What follows belongs to an exercise in optimizing a design on an open flow for small area, a short achievable clock period and few clock cycles per item; a production flow would make more cautious choices. RTL that was checked went through simulation tests only; none was proved equivalent to the original. The RTL of runs 2 and 3 was laid out without a check of its function.

[flow/run.sh]
#!/bin/bash
# synth_recipe.tcl (not shown) runs the flow's synth.tcl, then flattens the netlist and writes it again
# the make line also repeats each setting of config.mk as NAME=value (left out here)
make -C /OpenROAD-flow-scripts/flow DESIGN_CONFIG=/design/flow/config.mk WORK_HOME=/design/flow/orfs CLKGATE_MAP_FILE= SYNTH_SCRIPT=/design/flow/synth_recipe.tcl finish
[flow/config.mk]
export PLATFORM = sky130hd
export DESIGN_NAME = Log2
export DESIGN_NICKNAME = Log2
export VERILOG_FILES = /design/flow/design.v
export SDC_FILE = /design/flow/constraint.sdc
export NUM_CORES = 4
export LEC_CHECK = 0
export CAP_MARGIN = 20
export CORE_MARGIN = 2
export CORE_UTILIZATION = 40
export SLEW_MARGIN = 20
[flow/constraint.sdc]
create_clock -name core_clock -period 10.0 [get_ports {clk}]
set_input_delay 2.0000 -clock core_clock [delete_from_list [all_inputs] [get_ports {clk}]]
set_output_delay 2.0000 -clock core_clock [all_outputs]
set_load 0.01 [all_outputs]
[flow/design.v]
module Log2(
  input clk,
  input reset,
  input h,
  output reg flag,
  input [7:0] in,
  output reg [7:0] out  
);
  reg [2:0] parteI;
  reg [3:0] estado;
  reg [4:0] z;
  reg [15:0] mantissa, aux;
  parameter idle = 0;
  parameter estado1 = 1;
  parameter estado2 = 2;
  parameter estado3 = 3;
  parameter estado4 = 4;
  parameter estado5 = 5;
  parameter estado6 = 6;
  parameter estado7 = 7;
  parameter estado8 = 8;
  parameter estado9 = 9;
  parameter estado10 = 10;
  parameter estado11 = 11;
	always_comb begin  
if (in[7])
  parteI <= 3'd7;
else if (in[6])
  parteI <= 3'd6;
else if (in[5])
  parteI <= 3'd5;
else if (in[4])
  parteI <= 3'd4;
else if (in[3])
  parteI <= 3'd3;
else if (in[2])
  parteI <= 3'd2;
else if (in[1])
  parteI <= 3'd1;
else if (in[0])
  parteI <= 3'd0;
      else parteI <= 3'd0;
    end
  always@(posedge clk or posedge reset) begin  
    if(reset)
      begin
        z <= 0;
        estado <= idle;
        flag <=0;
        out <= 0;
        mantissa <=0;
      end
    else begin
      if(estado == idle) begin  
        mantissa <= in;
        z <= 0;
        if (h) begin
          flag <=0;
          estado = estado1;
        end
      end
      else if (estado == estado1) begin
        {mantissa,aux} <= {mantissa << (3'd7 - parteI), 8'd0}*{mantissa << (3'd7 - parteI), 8'd0}; 
         estado <= estado2;
       end
      else if (estado == estado2) begin
        if(mantissa[15]) begin
          z++;
        end else  mantissa <= mantissa << 1;
         estado <= estado3;
      end
        else if(estado == estado3) begin
          {mantissa,aux} <= mantissa *mantissa;
          z = z << 1;
          estado <= estado4;
        end
      else if(estado == estado4) begin
  			if(mantissa[15]) begin
          z++;
        end else mantissa <= mantissa << 1; 
          estado <= estado5;
        end
      else if(estado == estado5) begin
  			{mantissa,aux} <= mantissa *mantissa;
          z = z << 1;  
          estado <= estado6;
        end
      else if(estado == estado6) begin
  			if(mantissa[15]) begin
          z++;  
        end else mantissa <= mantissa << 1; 
          estado <= estado7;
        end
      else if(estado == estado7) begin
  			{mantissa,aux} <= mantissa *mantissa;
          z = z << 1;  
          estado <= estado8;
        end
      else if(estado == estado8) begin
  			if(mantissa[15]) begin
          z++;  
        end else mantissa <= mantissa << 1; 
          estado <= estado9;
        end
      else if(estado == estado9) begin
  			{mantissa,aux} <= mantissa *mantissa;
          z = z << 1;  
          estado <= estado10;
        end
      else if(estado == estado10) begin
  			if(mantissa[15]) begin
          z++;  
        end else mantissa <= mantissa << 1; 
          estado <= estado11;
        end
      else if(estado == estado11) begin
        out <= {parteI,z};
        flag <= 1;  
        estado = idle;
        end
      end
    end
endmodule
==> impl_metrics.env, run 1 <==
export IMPL_arrival_ps=9380
export IMPL_yosys_warnings=1
export IMPL_cpPeakStageDelay_ps=600
export IMPL_cp_max_fo=11
export IMPL_synth_cell_type_count=70
export IMPL_cts_tree="built"
export IMPL_grt_ovfl_total=0
export IMPL_hp_class="reg2reg"
export IMPL_dp_hpwl_microns=24290
export IMPL_post_cts_resized=0
export IMPL_vias=9268
export IMPL_min_period_ps=9228
export IMPL_cp_required_ps=10150
export IMPL_grt_pass1_wl_microns=50920
export IMPL_tightest_slew_ps=1071
export IMPL_synth_edf_count=0
export IMPL_critPathLaunchType="primary input"
export IMPL_antenna_found_initial=1
export IMPL_ys_seq_area_share_pct=6.844
export IMPL_row_count=64
export IMPL_synth_most_common_cell="inv_1"
export IMPL_slew_headroom_pct=28.63
export IMPL_cts_path_max_buffers=2
export IMPL_finalHoldViolCount=0
export IMPL_status="complete, no violations"
export IMPL_ys_top_cells_by_count="inv_1 (367), fa_1 (230), nand2_1 (154)"
export IMPL_synth_flop_cell="dfrtp_1"
export IMPL_clk_latency_ps=280
export IMPL_start_util_pct=40.64
export IMPL_post_drt_via_cell_ratio=5.067
export IMPL_die_h_microns=180.3
export IMPL_critPathBufInv=6
export IMPL_io_pins=20
export IMPL_critPathCaptureType="flop"
export IMPL_ys_ff_latch=34
export IMPL_drv_slew=0
export IMPL_gp_congestion=0.9200
export IMPL_clock_skew_ps=5.411
export IMPL_crit_type="in2reg"
export IMPL_core_sq_um=30590
export IMPL_synth_area_leaders="fa_1 (37%), ha_1 (14%), inv_1 (11%), dfrtp_1 (6.8%), nand2_1 (4.6%)"
export IMPL_area_growth_pct=5.848
export IMPL_numCtsBuffers=5
export IMPL_path_delay_family="adder cells"
export IMPL_min_period_over_period_pct=92.28
export IMPL_die_width_microns=180.3
export IMPL_htreeDepth=2
export IMPL_yosysTopAreaCell="fa_1"
export IMPL_max_cap_violations=0
export IMPL_synth_top_area_share_pct=37.04
export IMPL_io_buffers=19
export IMPL_setup_tns_ps=0
export IMPL_grt_use_total_pct=19.13
export IMPL_setup_violations_final=0
export IMPL_synthCells=1447
export IMPL_drtAntennaViolNets=0
export IMPL_netlist_area_sq_um=12430
export IMPL_design_area_sq_um=13160
export IMPL_routedWlPerCell_microns=16.10
export IMPL_cts_setup_buffers=0
export IMPL_drtPass1Iterations=7
export IMPL_place_area_sq_um=13020
export IMPL_fmax_mhz=108.4
export IMPL_rsz0062_at_grt="false"
export IMPL_cts_root_buf="clkbuf_16"
export IMPL_drc=0
export IMPL_drive_above_1_share_pct=4.050
export IMPL_dieArea_sq_um=32510
export IMPL_cts_sinks=34
export IMPL_critical_path_most_common_cell="fa_1"
export IMPL_synth_fp_nets=1830
export IMPL_async_flop_share_pct=100.0
export IMPL_routed_wl_microns=29450
export IMPL_slowest_stage="or4_1"
export IMPL_grt_max_degree=35
export IMPL_finalNetCount=1816
export IMPL_path_clk_slew_ps=50
export IMPL_syn_area_per_cell_sq_um=8.592
export IMPL_ctsHoldBuffers=0
export IMPL_first_global_vias=9919
export IMPL_first_iter_violations=631
## routing by layer
| metal | wire [microns] | GRT usage, % | share of wire [%] |
|---|---|---|---|
| met4 | 414 | 3.032 | 1.4 |
| met1 | 13150 | 26.37 | 45 |
| met2 | 14750 | 33.56 | 50 |
| met5 | 0 | 0 | 0 |
| met3 | 1133 | 1.455 | 3.8 |
## path summary, 6_finish.rpt
check                      cells after the start  slack (ps)                     start                        to
setup / recovery                              26         770                     in[2]  mantissa[14]$_DFFE_PP0P_
hold / removal                                 2         490        out[7]$_DFFE_PP0P_        out[7]$_DFFE_PP0P_
setup reg to reg                              22        2700  mantissa[12]$_DFFE_PP0P_  mantissa[12]$_DFFE_PP0P_
hold reg to reg                                2         490        out[7]$_DFFE_PP0P_        out[7]$_DFFE_PP0P_
max in group asynchronous                      3        7550                     reset   mantissa[3]$_DFFE_PP0P_
min in group asynchronous                      3        2110                     reset        out[7]$_DFFE_PP0P_
## through the flow
step                      util, %  worst slack, ps  hold slack, ps  std cells
after CTS                   43.01            834.2           492.2       1828
after detailed placement    42.56            583.9           475.4       1822
after global placement      42.56            667.8           476.4       1822
final                       43.02            772.2           489.3       1829
after floorplan                 -             1889           489.1       1447
after global routing        43.01            248.7           527.7       1828
## sequential cells by signal, indices dropped and copies added, names as in the netlist
signal    cells
flag          1
mantissa     16
estado        4
z             5
out           8
## layout by cell type, fill, tap and decap left out, drive strengths merged, types with 4 or more instances in the layout
| master | n |
|---|---|
| nor2b | 8 |
| mux2 | 10 |
| clkinv | 4 |
| o21ai | 48 |
| o211ai | 5 |
| dfrtp | 34 |
| clkdlybuf4s50 | 19 |
| inv | 367 |
| a31oi | 11 |
| a21oi | 51 |
| ha | 142 |
| nand2 | 154 |
| nor2 | 85 |
| o31ai | 6 |
| nand2b | 7 |
| xor2 | 15 |
| a21o | 15 |
| mux2i | 11 |
| xnor2 | 31 |
| or3 | 4 |
| fa | 230 |
| nor3 | 13 |
| o22ai | 4 |
| a211oi | 11 |
| nand4 | 7 |
| and3 | 8 |
| nand3 | 18 |
| a311oi | 4 |
| buf | 16 |
| clkbuf | 6 |
| a31o | 4 |
| and2 | 42 |
## area by class of cell
type | instances | area [sq um]
fillers | 3089 | 17430
multi-input cells | 986 | 9968
inverters | 371 | 1393
flip-flops and latches | 34 | 850.8
well taps | 396 | 495.5
repair buffers | 35 | 310.3
clock buffers | 6 | 138.9
diodes | 1 | 2.502
## worst register-to-register path, stage by stage, from the launching register on
cell	delay (ps)
dfrtp_1	780
clkinv_1	650
nor2_1	440
ha_1	320
xor2_1	200
fa_1	550
inv_1	50
fa_1	480
fa_1	500
fa_1	490
inv_1	50
fa_1	470
inv_1	40
ha_1	300
nand3_1	110
a211oi_1	360
o31ai_2	140
o21bai_4	290
o31ai_4	120
o41ai_2	450
xor2_1	120
o21ai_1	200
a22oi_2	70
## cells by family after synthesis
group	share of synthesized area (%)
muxes	2.335
and+or+nand+nor	13.21
AOI/OAI and AO/OA	9.994
xor gates and xnor gates	3.241
adders and majority gates	51.33
DFF	6.844
buffers and inverters	13.04
Testbench counts, summed over its fixed seeds: cycles 49,152, conversions 4,096.
==> inputs of run 2 (changes only) <==
==> flow/design.v (replaced) <==
module Log2(
  input clk,
  input reset,
  input h,
  output reg flag,
  input [7:0] in,
  output reg [7:0] out  
);
  reg busy;
  always @(posedge clk or posedge reset) begin
    if (reset) begin
      busy <= 1'b0;
      flag <= 1'b0;
    end else begin
      busy <= h;
      flag <= busy | (flag & ~h);
    end
  end
  wire [2:0] p;
  assign p[2] = |out[7:4];
  wire [7:0] s1 = p[2] ? out : {out[3:0], 4'b0};
  assign p[1] = |s1[7:6];
  wire [7:0] s2 = p[1] ? s1 : {s1[5:0], 2'b0};
  assign p[0] = s2[7];
  wire [6:0] n = p[0] ? s2[6:0] : {s2[5:0], 1'b0};
  localparam [127:0] DTAB = 128'h0124456788899aaaabaaaaa997765321;
  wire [3:0] d = DTAB[{n[6:2], 2'b00} +: 4];
  wire [7:0] sum = {1'b0, n} + {4'b0, d};
  wire [7:0] lg = {p, sum[6:2]};
  always @(posedge clk) begin
    if (h)
      out <= in;
    else if (busy)
      out <= lg;
  end
endmodule
==> flow/flow/run.sh (new file) <==
#!/bin/bash
# Standard ORFS layout with these changes:
#  - synthesis maps the logic with the ABC script in flow/abc_area.script;
#  - port buffers are sky130_fd_sc_hd__buf_2 instead of the default delay buffer;
#  - extra make settings: SETUP_SLACK_MARGIN=7.1 SETUP_MOVE_SEQUENCE=sizeup,swap
set -euo pipefail
rm -rf myscripts
cp -r "$FLOW_HOME/scripts" myscripts
cp flow/abc_area.script myscripts/abc_area.script
bash standard.sh synth ABC_AREA=1 SCRIPTS_DIR="$PWD/myscripts" > synth.log 2>&1
bash standard.sh finish SETUP_SLACK_MARGIN=7.1 SETUP_MOVE_SEQUENCE=sizeup,swap "BUFFER_PORTS_ARGS=-buffer_cell sky130_fd_sc_hd__buf_2" > layout.log 2>&1
==> flow/flow/abc_area.script (new file) <==
strash
dch
map -D 2000
topo
==> flow/standard.sh (new file) <==
#!/bin/bash
# synth_recipe.tcl (not shown) runs the flow's synth.tcl, then flattens the netlist and writes it again
# the make line also repeats each setting of config.mk as NAME=value (left out here)
make -C /OpenROAD-flow-scripts/flow DESIGN_CONFIG=/design/flow/config.mk WORK_HOME=/design/flow/orfs CLKGATE_MAP_FILE= SYNTH_SCRIPT=/design/flow/synth_recipe.tcl "${@:-finish}"
removed: flow/run.sh
==> run 2 against run 1 <==
Die area down 92%. Register-to-register slack improved by 3400 ps. Global-route usage down 0.67 points.
==> impl_metrics.env, run 2 <==
export IMPL_grt_max_degree=13
export IMPL_io_pins=20
export IMPL_design_area_sq_um=1240
export IMPL_setup_tns_ps=0
export IMPL_grt_pass1_wl_microns=3732
export IMPL_top_register="out"
export IMPL_dp_slack_ps=5925
export IMPL_htreeDepth=1
export IMPL_drv_slew=0
export IMPL_layout_common_cells="nand2_1 (35), buf_2 (19), nor2_1 (12), clkinv_1 (12), o21ai_0 (12)"
export IMPL_ys_seq_area_share_pct=31.65
export IMPL_fmax_mhz=253.3
export IMPL_first_iter_violations=13
export IMPL_fillerInstances=201
export IMPL_dieArea_sq_um=2692
export IMPL_numCtsBuffers=3
export IMPL_arrival_ps=3960
export IMPL_place_area_sq_um=1122
export IMPL_cts_tree="built"
export IMPL_status="complete, no violations"
export IMPL_path_clk_slew_ps=70
export IMPL_finalHoldViolCount=0
export IMPL_diodes=0
export IMPL_synth_edf_count=8
export IMPL_largestRegisters="out: 8 flops, busy: 1 flops, flag: 1 flops"
export IMPL_max_cap_violations=0
export IMPL_first_global_vias=899
export IMPL_layout_cells_most_common="nand2_1"
export IMPL_die_h_microns=51.89
export IMPL_cts_setup_buffers=0
export IMPL_cts_root_buf="clkbuf_4"
export IMPL_antenna_found_initial=0
export IMPL_synth_most_common_cell="nand2_1"
export IMPL_hp_class="reg2reg"
export IMPL_yosys_warnings=1
export IMPL_clk_latency_ps=260
export IMPL_critPathCaptureType="flop"
export IMPL_yosysTopAreaCell="edfxtp_1"
export IMPL_largest_reg_flops=8
export IMPL_synth_top_area_share_pct=26.19
export IMPL_cts_sinks=10
export IMPL_synth_flop_cell="edfxtp_1"
export IMPL_grt_ovfl_total=0
export IMPL_netlist_area_sq_um=917.1
export IMPL_routedWlPerCell_microns=11.99
export IMPL_gp_congestion=0.8508
export IMPL_finalNetCount=178
export IMPL_vias=977
export IMPL_drtAntennaViolNets=0
export IMPL_post_drt_via_cell_ratio=5.281
export IMPL_drive_above_1_share_pct=31.21
export IMPL_rsz0062_at_grt="true"
export IMPL_row_count=17
export IMPL_min_period_ps=3947
export IMPL_synth_cell_type_count=19
export IMPL_cp_required_ps=10020
export IMPL_die_width_microns=51.89
export IMPL_layout_setup_ws_ps=6053
export IMPL_critPathLaunchType="flop"
export IMPL_setup_violations_final=0
export IMPL_cp_max_fo=9
export IMPL_ys_ff_latch=10
export IMPL_core_sq_um=2191
export IMPL_crit_type="reg2reg"
export IMPL_io_buffers=19
export IMPL_async_flop_share_pct=20.00
export IMPL_dp_hpwl_microns=1732
export IMPL_start_util_pct=41.86
export IMPL_tightest_slew_ps=539.4
export IMPL_synthCells=134
export IMPL_drtPass1Iterations=4
export IMPL_syn_area_per_cell_sq_um=6.844
export IMPL_synth_area_leaders="edfxtp_1 (26%), nand2_1 (15%), ha_1 (12%), o21ai_0 (11%), clkinv_1 (7.4%)"
export IMPL_ys_top_cells_by_count="nand2_1 (37), o21ai_0 (20), clkinv_1 (18)"
export IMPL_clock_skew_ps=8.317
export IMPL_area_growth_pct=35.20
export IMPL_min_period_over_period_pct=39.47
export IMPL_cts_path_max_buffers=2
export IMPL_synth_fp_nets=154
export IMPL_grt_use_total_pct=18.46
export IMPL_drc=0
export IMPL_routed_wl_microns=2218
export IMPL_slew_headroom_pct=63.66
## run 2: cell count changes after synthesis, moves of 15 or more
cell	before	now
inv_1	367	0
fa_1	230	0
ha_1	142	9
nand2_1	154	37
nor2_1	85	15
clkbuf_1	47	0
a21oi_1	51	8
and2_1	42	0
dfrtp_1	34	2
xnor2_1	31	0
o21ai_0	38	20
xor2_1	15	0
## run 2: cell families (layout without fill, tap and decap cells)
kind of cell | count (synthesis) | after routing | share of synthesized area (%)
compound gates | 36 | 36 | 21.97
fa+ha+maj | 9 | 9 | 12.28
buf+inv | 18 | 41 | 7.366
flops | 10 | 10 | 31.65
simple gates | 61 | 61 | 26.74
## run 2: through the flow
stage               instances  hold WS, ps  utilization, %
global placement          181        451.7           51.23
global route              185        508.9           56.60
floorplan                 134        457.2               -
detailed placement        181        456.2           51.23
finish                    185        464.4           56.60
CTS                       185        471.7           54.25
## run 2: metal layers
| layer | global-route usage, % | vias to the layer above | part of all wire, % |
|---|---|---|---|
| met1 | 22.70 | 453 | 45 |
| li1 | - | 500 | - |
| met4 | 2.632 | 0 | 0.63 |
| met3 | 4.310 | 2 | 4.1 |
| met5 | 0 | - | 0 |
| met2 | 33.12 | 22 | 50 |
## run 2: timing repair
item / CTS / global route
hold buffers: 0 / 0
pin swaps: 1 / 10
endpoints found under the setup margin: 8 / 18
gates resized for setup: 9 / 11
## run 2: critical path: stages, from the launching register on
cell,delay [ps]
edfxtp_1,470
nor4_4,530
a21oi_2,170
o21ai_4,290
clkinv_4,150
or2_4,280
o21ai_4,110
ha_4,240
o21ai_1,120
nor2_1,50
nor3_1,120
a211oi_1,70
ha_1,320
a31o_4,160
nand3_2,60
and2_4,150
nor2_4,120
inv_4,40
o21ai_1,120
a31oi_1,80
## run 2: layout make-up
cell class,instances,area [sq um],share of cell area [%]
tap,28,35.03,2.825
sequential,10,290.3,23.41
timing repair buffer,19,95.09,7.669
inverter,18,80.08,6.458
multi-input combinational,106,713.2,57.52
clock buffer,4,26.28,2.119
## run 2: final timing paths
kind	start	to	slack [ps]	cells past startpoint
setup / recovery	out[5]$_DFFE_PP_	out[4]$_DFFE_PP_	6050	19
max in group asynchronous	reset	busy$_DFF_PP0_	8330	2
hold / removal	flag$_DFF_PP0_	flag$_DFF_PP0_	460	2
min in group asynchronous	reset	flag$_DFF_PP0_	1570	2
hold reg to reg	flag$_DFF_PP0_	flag$_DFF_PP0_	460	2
setup reg to reg	out[5]$_DFFE_PP_	out[4]$_DFFE_PP_	6050	19
==> inputs of run 3 (changes only) <==
==> flow/flow/run.sh (replaced) <==
#!/bin/bash
# Standard ORFS layout with these changes:
#  - synthesis maps the logic with the ABC script in flow/abc_area.script
#    (same synthesis script otherwise, so registers keep their names and types);
#  - port buffers are sky130_fd_sc_hd__buf_2 instead of the default delay buffer;
#  - extra make settings: 
set -euo pipefail
rm -rf myscripts
cp -r "$FLOW_HOME/scripts" myscripts
cp flow/abc_area.script myscripts/abc_area.script
bash standard.sh synth ABC_AREA=1 SCRIPTS_DIR="$PWD/myscripts" > synth.log 2>&1
bash standard.sh finish  "BUFFER_PORTS_ARGS=-buffer_cell sky130_fd_sc_hd__buf_2" > layout.log 2>&1
==> flow/flow/abc_area.script (replaced) <==
strash
dch
map -D 2000
topo
upsize -D 2000
dnsize -D 2000
==> run 3 against run 2 <==
Die area rose by 8.9%. Synthesized cell count stayed put. Worst hold slack improved by 11 ps. Area after synthesis up 9.7%. Routed wire length is 5.3% lower. Non-clock buffer count is the same. Critical endpoint unchanged. Global-route usage decreased by 1.9 points. Cell count increased by 1.1%. Highest routed layer unchanged. Core utilization fell by 8.7 points. Maximum frequency shrank 10%.
==> impl_metrics.env, run 3 <==
export IMPL_rsz0062_at_grt="false"
export IMPL_post_drt_via_cell_ratio=5.118
export IMPL_cts_sinks=10
export IMPL_cp_max_fo=9
export IMPL_die_width_microns=54.15
export IMPL_setup_violations_final=0
export IMPL_status="complete, no violations"
export IMPL_gp_congestion=0.7479
export IMPL_routedWlPerCell_microns=11.23
export IMPL_diodes=0
export IMPL_antenna_found_initial=0
export IMPL_grt_pass1_wl_microns=3588
export IMPL_grt_ovfl_total=0
export IMPL_start_util_pct=41.36
export IMPL_post_cts_resized=0
export IMPL_synth_top_area_share_pct=23.88
export IMPL_dieArea_sq_um=2932
export IMPL_core_sq_um=2432
export IMPL_cts_tree="built"
export IMPL_grt_max_degree=13
export IMPL_critPathCaptureType="flop"
export IMPL_layout_cells_most_common="nand2_1"
export IMPL_clk_latency_ps=260
export IMPL_ys_ff_latch=10
export IMPL_cts_root_buf="clkbuf_4"
export IMPL_largestRegisters="out: 8 flops, busy: 1 flops, flag: 1 flops"
export IMPL_tightest_slew_ps=665.5
export IMPL_r2r_start="out[4]$_DFFE_PP_"
export IMPL_vias=957
export IMPL_finalHoldViolCount=0
export IMPL_routed_wl_microns=2100
export IMPL_crit_type="reg2reg"
export IMPL_fmax_mhz=227.7
export IMPL_io_pins=20
export IMPL_rr_endpoint="out[4]$_DFFE_PP_"
export IMPL_layout_common_cells="nand2_1 (35), buf_2 (19), nor2_1 (14), o21ai_0 (14), clkinv_1 (12)"
export IMPL_dp_hpwl_microns=1776
export IMPL_cp_required_ps=10010
export IMPL_die_h_microns=54.15
export IMPL_critPathLaunchType="flop"
export IMPL_path_clk_slew_ps=60
export IMPL_rr_worst_depth=19
export IMPL_synth_fp_nets=154
export IMPL_setup_tns_ps=0
export IMPL_max_cap_violations=0
export IMPL_drtPass1Iterations=4
export IMPL_r2r_slack_ps=5610
export IMPL_min_period_over_period_pct=43.91
export IMPL_largest_reg_flops=8
export IMPL_netlist_area_sq_um=1006
export IMPL_grt_use_total_pct=16.55
export IMPL_numCtsBuffers=3
export IMPL_row_count=18
export IMPL_htreeDepth=1
export IMPL_slowest_stage="o21ai_0"
export IMPL_hp_class="reg2reg"
export IMPL_syn_area_per_cell_sq_um=7.507
export IMPL_startpoint="out[4]$_DFFE_PP_"
export IMPL_cts_path_max_buffers=2
export IMPL_finalNetCount=178
export IMPL_synth_cell_type_count=29
export IMPL_synth_area_leaders="edfxtp_1 (24%), nand2_1 (13%), ha_1 (11%), o21ai_0 (7.0%), nor2_1 (5.2%)"
export IMPL_first_global_vias=874
export IMPL_ys_seq_area_share_pct=28.86
export IMPL_drv_slew=0
export IMPL_synthCells=134
export IMPL_synth_flop_cell="edfxtp_1"
export IMPL_area_growth_pct=15.80
export IMPL_place_area_sq_um=1139
export IMPL_cpPeakStageDelay_ps=530
export IMPL_io_buffers=19
export IMPL_whs_ps=475.7
export IMPL_worstPathCellList="nor4_4 -> a21oi_2 -> o21ai_4 -> inv_4 -> o21ai_0 -> clkinv_1 -> ha_1 -> o21ai_0 -> nor2_1 -> nor3_1 -> a211oi_1 -> ha_1 -> a31o_2 -> nand3_2 -> and2_4 -> nor2_8 -> inv_2 -> o21ai_1 -> a31oi_1"
export IMPL_crit_end="out[4]$_DFFE_PP_"
export IMPL_design_area_sq_um=1165
export IMPL_yosysTopAreaCell="edfxtp_1"
export IMPL_first_iter_violations=16
export IMPL_drive_above_1_share_pct=26.11
export IMPL_drc=0
export IMPL_yosys_warnings=1
export IMPL_clock_skew_ps=4.177
export IMPL_min_period_ps=4391
export IMPL_slew_headroom_pct=55.17
export IMPL_arrival_ps=4400
export IMPL_async_flop_share_pct=20.00
export IMPL_synth_edf_count=8
export IMPL_drtAntennaViolNets=0
export IMPL_ys_top_cells_by_count="nand2_1 (35), nor2_1 (14), o21ai_0 (14)"
export IMPL_ctsHoldBuffers=0
export IMPL_synth_most_common_cell="nand2_1"
export IMPL_cts_setup_buffers=0
export IMPL_top_register="out"
==> run 3: changes by cell type in the layout (fill, tap and decap cells not counted), moves of 2 or more <==
cell | before | now
ha_1 | 6 | 9
o21ai_0 | 12 | 14
nor2_2 | 2 | 0
o21ai_4 | 4 | 1
o21ai_2 | 0 | 2
ha_4 | 2 | 0
clkinv_2 | 2 | 0
inv_1 | 0 | 2
inv_2 | 1 | 3
nor2_1 | 12 | 14
==> run 3: area by class of cell <==
type / count / area (sq um)
clock buffers: 3 / 22.52
clock inverters: 1 / 3.754
flip-flops and latches: 10 / 290.3
fillers: 251 / 1267
repair buffers: 19 / 95.09
inverters: 18 / 72.57
multi-input cells: 106 / 643.1
well taps: 30 / 37.54
==> run 3: cells by family after synthesis <==
logic type               share of synthesized area (%)
AND/OR/NAND/NOR                                  29.60
adder cells (fa/ha/maj)                          11.19
AO/OA/AOI/OAI                                    23.14
buffers and inverters                            7.214
flip-flops                                       28.86
==> run 3: layer usage <==
layer | vias to the layer above | wire (microns) | global-route usage (%)
li1 | 512 | - | -
met1 | 413 | 975 | 21.77
met2 | 30 | 1000 | 27.51
met3 | 2 | 114 | 3.333
met4 | 0 | 10 | 4.167
met5 | - | 0 | 0
==> run 3: per-stage QoR <==
| step | setup slack [ps] | cells | util, % |
|---|---|---|---|
| after global routing | 5082 | 187 | 47.89 |
| after CTS | 5551 | 187 | 47.89 |
| final | 5609 | 187 | 47.89 |
| after global placement | 5690 | 183 | 46.81 |
| after floorplan | 6087 | 134 | - |
| after detailed placement | 5562 | 183 | 46.81 |
==> run 3: how the worst min path moves through the flow <==
stage	start	to	slack (ps)	cells after the start
2_1_floorplan	busy$_DFF_PP0_	flag$_DFF_PP0_	460	2
3_3_place_gp	flag$_DFF_PP0_	flag$_DFF_PP0_	460	2
3_5_place_dp	flag$_DFF_PP0_	flag$_DFF_PP0_	460	2
4_1_cts	flag$_DFF_PP0_	flag$_DFF_PP0_	470	2
5_1_grt	flag$_DFF_PP0_	flag$_DFF_PP0_	490	2
6_report	flag$_DFF_PP0_	flag$_DFF_PP0_	480	2
==> run 3: critical path: cells and delay by family, from the launching register on <==
family	cells	cell delay (ps)
buffers and inverters	3	440
adders and majority gates	2	650
DFF	1	460
AOI/OAI and AO/OA	8	1570
and+or+nand+nor	6	1020

-- port drivers added, routing unchanged --
In the flow no input, the clock included, has a driving cell. The finished layouts below were timed again as built, in two steps.
Step 1 assumes that a clkbuf_16 drives the clock port and a buf_2 every other input.
Step 2 also shifts input and output timing later by t, the mid clock arrival at the registers, as if the neighbouring blocks saw the same clock.
Three values: ideal, step 1, step 2; two values: the first two.
| run | t, ns | slack for setup (ns) | worst register clock-pin slew, ns | cell pins on the clock port's net |
|---|---|---|---|---|
| run 1 | 0.309 | 0.772 / 0.785 / 0.476 | 0.05 / 0.05 | 1 |
| run 2 | 0.278 | 6.053 / 6.053 / 6.053 | 0.07 / 0.07 | 1 |
| run 3 | 0.272 | 5.609 / 5.609 / 5.609 | 0.06 / 0.06 | 1 |
After both steps every run listed still meets setup and hold. For run 1, which loses most, drivers alone change the setup slack by +0.013 ns; drivers and shift together by -0.296 ns.
